Background: an optimization exercise with open tools, aiming at small area. Do not read the settings as production practice.
The RTL was checked by simulation tests, not by an equivalence proof against the original design.
No activity file was given, so power comes from the tool's default toggle rates.

## v39
==> flow/design.v (excerpt) <==
module db_filter ( clk,
					 rst, 
					 bs_luma,
					 bs_chroma_1, 
					 bs_chroma_2, 
                     qp1_i, qp2_i,
					 select,
					 p3_1_i, p2_1_i, p1_1_i, p0_1_i, q0_1_i, q1_1_i, q2_1_i, q3_1_i,
                     p3_2_i, p2_2_i, p1_2_i, p0_2_i, q0_2_i, q1_2_i, q2_2_i, q3_2_i,
                     p3_3_i, p2_3_i, p1_3_i, p0_3_i, q0_3_i, q1_3_i, q2_3_i, q3_3_i,
                     p3_4_i, p2_4_i, p1_4_i, p0_4_i, q0_4_i, q1_4_i, q2_4_i, q3_4_i,
					 p3_1_o, p2_1_o, p1_1_o, p0_1_o, q0_1_o, q1_1_o, q2_1_o, q3_1_o,
                     p3_2_o, p2_2_o, p1_2_o, p0_2_o, q0_2_o, q1_2_o, q2_2_o, q3_2_o,
                     p3_3_o, p2_3_o, p1_3_o, p0_3_o, q0_3_o, q1_3_o, q2_3_o, q3_3_o,
                     p3_4_o, p2_4_o, p1_4_o, p0_4_o, q0_4_o, q1_4_o, q2_4_o, q3_4_o
                    );
input clk;
input rst;
input [2:0] bs_luma;
input [2:0] bs_chroma_1;
input [2:0] bs_chroma_2;
input [5:0] qp1_i, qp2_i;
input select;                  
input [7:0] p3_1_i, p2_1_i, p1_1_i, p0_1_i, q0_1_i, q1_1_i, q2_1_i, q3_1_i;
input [7:0] p3_2_i, p2_2_i, p1_2_i, p0_2_i, q0_2_i, q1_2_i, q2_2_i, q3_2_i;
input [7:0] p3_3_i, p2_3_i, p1_3_i, p0_3_i, q0_3_i, q1_3_i, q2_3_i, q3_3_i;
input [7:0] p3_4_i, p2_4_i, p1_4_i, p0_4_i, q0_4_i, q1_4_i, q2_4_i, q3_4_i;
output [7:0] p3_1_o, p2_1_o, p1_1_o, p0_1_o, q0_1_o, q1_1_o, q2_1_o, q3_1_o;
output [7:0] p3_2_o, p2_2_o, p1_2_o, p0_2_o, q0_2_o, q1_2_o, q2_2_o, q3_2_o;
output [7:0] p3_3_o, p2_3_o, p1_3_o, p0_3_o, q0_3_o, q1_3_o, q2_3_o, q3_3_o;
output [7:0] p3_4_o, p2_4_o, p1_4_o, p0_4_o, q0_4_o, q1_4_o, q2_4_o, q3_4_o;
wire [6:0] qpav1 = qp1_i + qp2_i + 7'd1;
wire [5:0] index = qpav1[6:1];
wire [255:0] pix_i = {p3_1_i, p2_1_i, p1_1_i, p0_1_i, q0_1_i, q1_1_i, q2_1_i, q3_1_i,
                      p3_2_i, p2_2_i, p1_2_i, p0_2_i, q0_2_i, q1_2_i, q2_2_i, q3_2_i,
                      p3_3_i, p2_3_i, p1_3_i, p0_3_i, q0_3_i, q1_3_i, q2_3_i, q3_3_i,
                      p3_4_i, p2_4_i, p1_4_i, p0_4_i, q0_4_i, q1_4_i, q2_4_i, q3_4_i};
reg [255:0] pix_1;
reg [5:0]   index_1;
reg [2:0]   bsl_1, bsc1_1, bsc2_1;
  ...
Size in the first run: roughly 4200 cells after synthesis, ~640 flip-flops, ~540 I/O pins, ~48000 um2 of cells after synthesis.
export LEC_CHECK = 0
export CAP_MARGIN = 20
export CORE_MARGIN = 2
export CORE_UTILIZATION = 65
export SETUP_SLACK_MARGIN = 0.1
export SLEW_MARGIN = 20
create_clock -name core_clock -period 9.0 [get_ports {clk}]
standard.sh (not shown) runs the stock make flow with config.mk's settings and CLKGATE_MAP_FILE= SYNTH_SCRIPT=/design/flow/synth_recipe.tcl, a recipe that flattens the netlist after the stock synthesis.
==> flow/flow/run.sh <==
#!/bin/bash
set -euo pipefail
HERE=$(pwd)
FLOWDIR=$HERE/flow

# ORFS synth.tcl with the ABC script replaced by ours
sed -e "s#-script \$abc_script#-script $FLOWDIR/abc_area.script#" \
    $FLOW_HOME/scripts/synth_preamble.tcl > $HERE/my_synth_preamble.tcl
sed -e "s#source \$::env(SCRIPTS_DIR)/synth_preamble.tcl#source $HERE/my_synth_preamble.tcl#" \
    -e "s#extract_fa {\*}\[dont_use_extract_fa_args\]#extract_fa -fa#" \
    $FLOW_HOME/scripts/synth.tcl > $HERE/my_synth.tcl
grep -q "my_synth_preamble.tcl" $HERE/my_synth.tcl
grep -q "extract_fa -fa" $HERE/my_synth.tcl
grep -q "$FLOWDIR/abc_area.script" $HERE/my_synth_preamble.tcl
# The standard flow's synthesis script, sourcing the modified synth.tcl
sed -e "s#source \$::env(SCRIPTS_DIR)/synth.tcl#source $HERE/my_synth.tcl#" \
    $HERE/synth_recipe.tcl > $HERE/my_synth_recipe.tcl
grep -q "my_synth.tcl" $HERE/my_synth_recipe.tcl
# standard.sh with our synthesis script
sed -e "s#SYNTH_SCRIPT=[^ ]*#SYNTH_SCRIPT=$HERE/my_synth_recipe.tcl#" $HERE/standard.sh > $HERE/my_standard.sh
grep -q "my_synth_recipe.tcl" $HERE/my_standard.sh

export SYNTH_ARGS="-noabc"
export BUFFER_PORTS_ARGS="-buffer_cell sky130_fd_sc_hd__buf_1"
if [[ -s $FLOWDIR/cts_args.txt ]]; then
  export CTS_ARGS="$(cat $FLOWDIR/cts_args.txt)"
fi
bash $HERE/my_standard.sh > $HERE/standard.log 2>&1
==> flow/flow/abc_area.script <==
strash
dch -f
amap
strash
dch -f
amap
==> flow/flow/cts_args.txt <==
-sink_clustering_enable -repair_clock_nets -dont_use_dummy_load -buf_list sky130_fd_sc_hd__clkbuf_8 -sink_clustering_size 20 -sink_clustering_max_diameter 75
Changes in v36 relative to v39:
- swapping 65 for 50 in CORE_UTILIZATION
==> flow/flow/cts_args.txt <==
-sink_clustering_enable -repair_clock_nets -dont_use_dummy_load -buf_list sky130_fd_sc_hd__clkbuf_8 -sink_clustering_size 16 -sink_clustering_max_diameter 60
Between v36 and v39, the proportion of power drawn by the clock network is lower for v39.
Sort v36 and v39 by number of standard cells in the final layout excluding fillers desc -> top: v36
Looking at first-pass GRT wire length across both flows, v36 is the weaker of the two, with v39 ahead.
What v58 does differently from v36 at the input level:
- changing SLEW_MARGIN from 20 to 5
- changing CORE_UTILIZATION from 50 to 65
- changing CAP_MARGIN from 20 to 5
==> flow/flow/cts_args.txt <==
-sink_clustering_enable -repair_clock_nets -dont_use_dummy_load -buf_list sky130_fd_sc_hd__clkbuf_8 -sink_clustering_size 18 -sink_clustering_max_diameter 70
Findings:
- met3 demand-to-capacity share in global routing in v58 is 3.6 points above v36.
- Compared with v36, v58 ends up with less cell area.
- Compared v36 against v58; area occupied by multi-input gates within noise.
- Relative to v36, v58 improves wire length of the first global-routing pass.
- Comparing v36 and v58, shortest clock period the worst path allows after layout is higher on v58.
- In v58, effective utilization at floorplan is higher than in v36.
- Leakage component of the power of v58 falls short of that of v36 slightly.
- Final clock period utilization by the worst path in v58 is 0.42 points above v36.
- The lower met1 routed wirelength after detailed routing of v36 and v58 is in v58.
- Between v36 and v58, the difference in aggregate negative setup slack is negligible.
- Looking at slowest library cell on the worst path, the sky130_fd_sc_hd__fa_2 result is from v36; the sky130_fd_sc_hd__fa_1 one comes from v58.
For v35, these inputs were changed with respect to v58:
- CAP_MARGIN: 5 -> 20
- GPL_TIMING_DRIVEN: unset -> 0
- SLEW_MARGIN: 5 -> 20
Results
Wire length on met2, v58 and v35: smaller value in v58
Compared to v58, v35 has logic gate share of total power 0.2 points higher.
Diff v58..v35 | synthesis-stage register bit count | unchanged
Relative area change from synthesis to final layout: v35 higher than v58
Cmp v35 vs v58: clock-buffer cell count lower in v35
In the metrics for v58 and v35, the one carrying the higher final standard cell area without fillers is v35.
met4 as the highest routing layer actually used was reported by v58, and met5 by v35.
Compare v58 and v35 | non-clock buffer total of the final layout lower: v58
On worst-case hold slack, v58 beats v35.
On clock skew: between v58 and v35, it ends up higher for v58.
The higher register share of the cell area of v58 and v35 is in v58.
Going from v58 to v35, the clock share of power was found to have gone down by 0.2 points.
Here is what was changed in the inputs of v25 compared with v35.
- SETUP_SLACK_MARGIN: 0.1 -> unset
- CORE_UTILIZATION: 65 -> 50
- GPL_TIMING_DRIVEN: 0 -> unset
--- outcome ---
Setup fix buffers added after clock tree synthesis delta for v25 relative to v35: 1 higher. Signed area change from the synthesized netlist to the final layout in v25 vs v35: down 1.0 points. v35 and v25 ended up with roughly the same register share of total power. Between v25 and v35, the final-layout non-clock buffer area share is higher for v35. Compared v35 against v25; post-route fraction of the period consumed by the critical path within noise. Diff v25..v35 | worst hold path cell count | unchanged.
> inputs changed (v25 -> v48)
- SETUP_SLACK_MARGIN newly set to 0.1
- CORE_UTILIZATION changed from 50 to 65
Notes after the runs:
Wire length reported by the detailed router delta (v48 − v25): favourable. Fmax improves in v48 relative to v25. The higher share of power burned in combinational logic of v48 and v25 is in v48. [compare] base=v25 new=v48: setup slack now sits higher, post-synthesis cell count now sits at about the same level, final weighted congestion in routability-driven placement now sits higher, post-route minimum period now sits lower, portion of the clock cycle consumed by the worst path in the final layout now sits lower. Of v48 and v25, v25 shows the higher final non-filler cell area, with v48 below it. v48 went all the way through the flow, and no timing, DRC or antenna check failed. As far as total power is concerned, v48 and v25 perform about the same.

re-timing with driven ports:
No port has a modelled driver above. Below, the same layouts with a new extraction and two added sets of constraints.
Step 1: set_driving_cell puts a clkbuf_16 on clk and a buf_2 on each other input, an assumption about the parent block.
Step 2, shift: input delay + t, output delay - t, t = (earliest + latest rising clock arrival at the registers) / 2. This alone moves slack from input paths to output paths.
Three values: no drivers, after step 1, after step 2; two values: the first two.
| run | shift t [ns] | setup WS [ns] | hold slack, ns |
|---|---|---|---|
| v39 | 0.738 | 0.270 / 0.199 / 0.293 | 0.298 / 0.298 / 0.298 |
| v36 | 0.768 | 0.319 / 0.250 / 0.355 | 0.319 / 0.319 / 0.319 |
| v58 | 0.753 | 0.282 / 0.214 / 0.336 | 0.318 / 0.318 / 0.318 |
| v35 | 0.757 | 0.182 / 0.111 / 0.113 | 0.313 / 0.313 / 0.313 |
| v25 | 0.816 | 0.194 / 0.124 / 0.275 | 0.307 / 0.307 / 0.307 |
| v48 | 0.753 | 0.274 / 0.205 / 0.337 | 0.316 / 0.316 / 0.316 |
After both steps every run listed still meets setup and hold. For v35, which loses most, drivers alone change the setup slack by -0.071 ns; drivers and shift together by -0.069 ns.
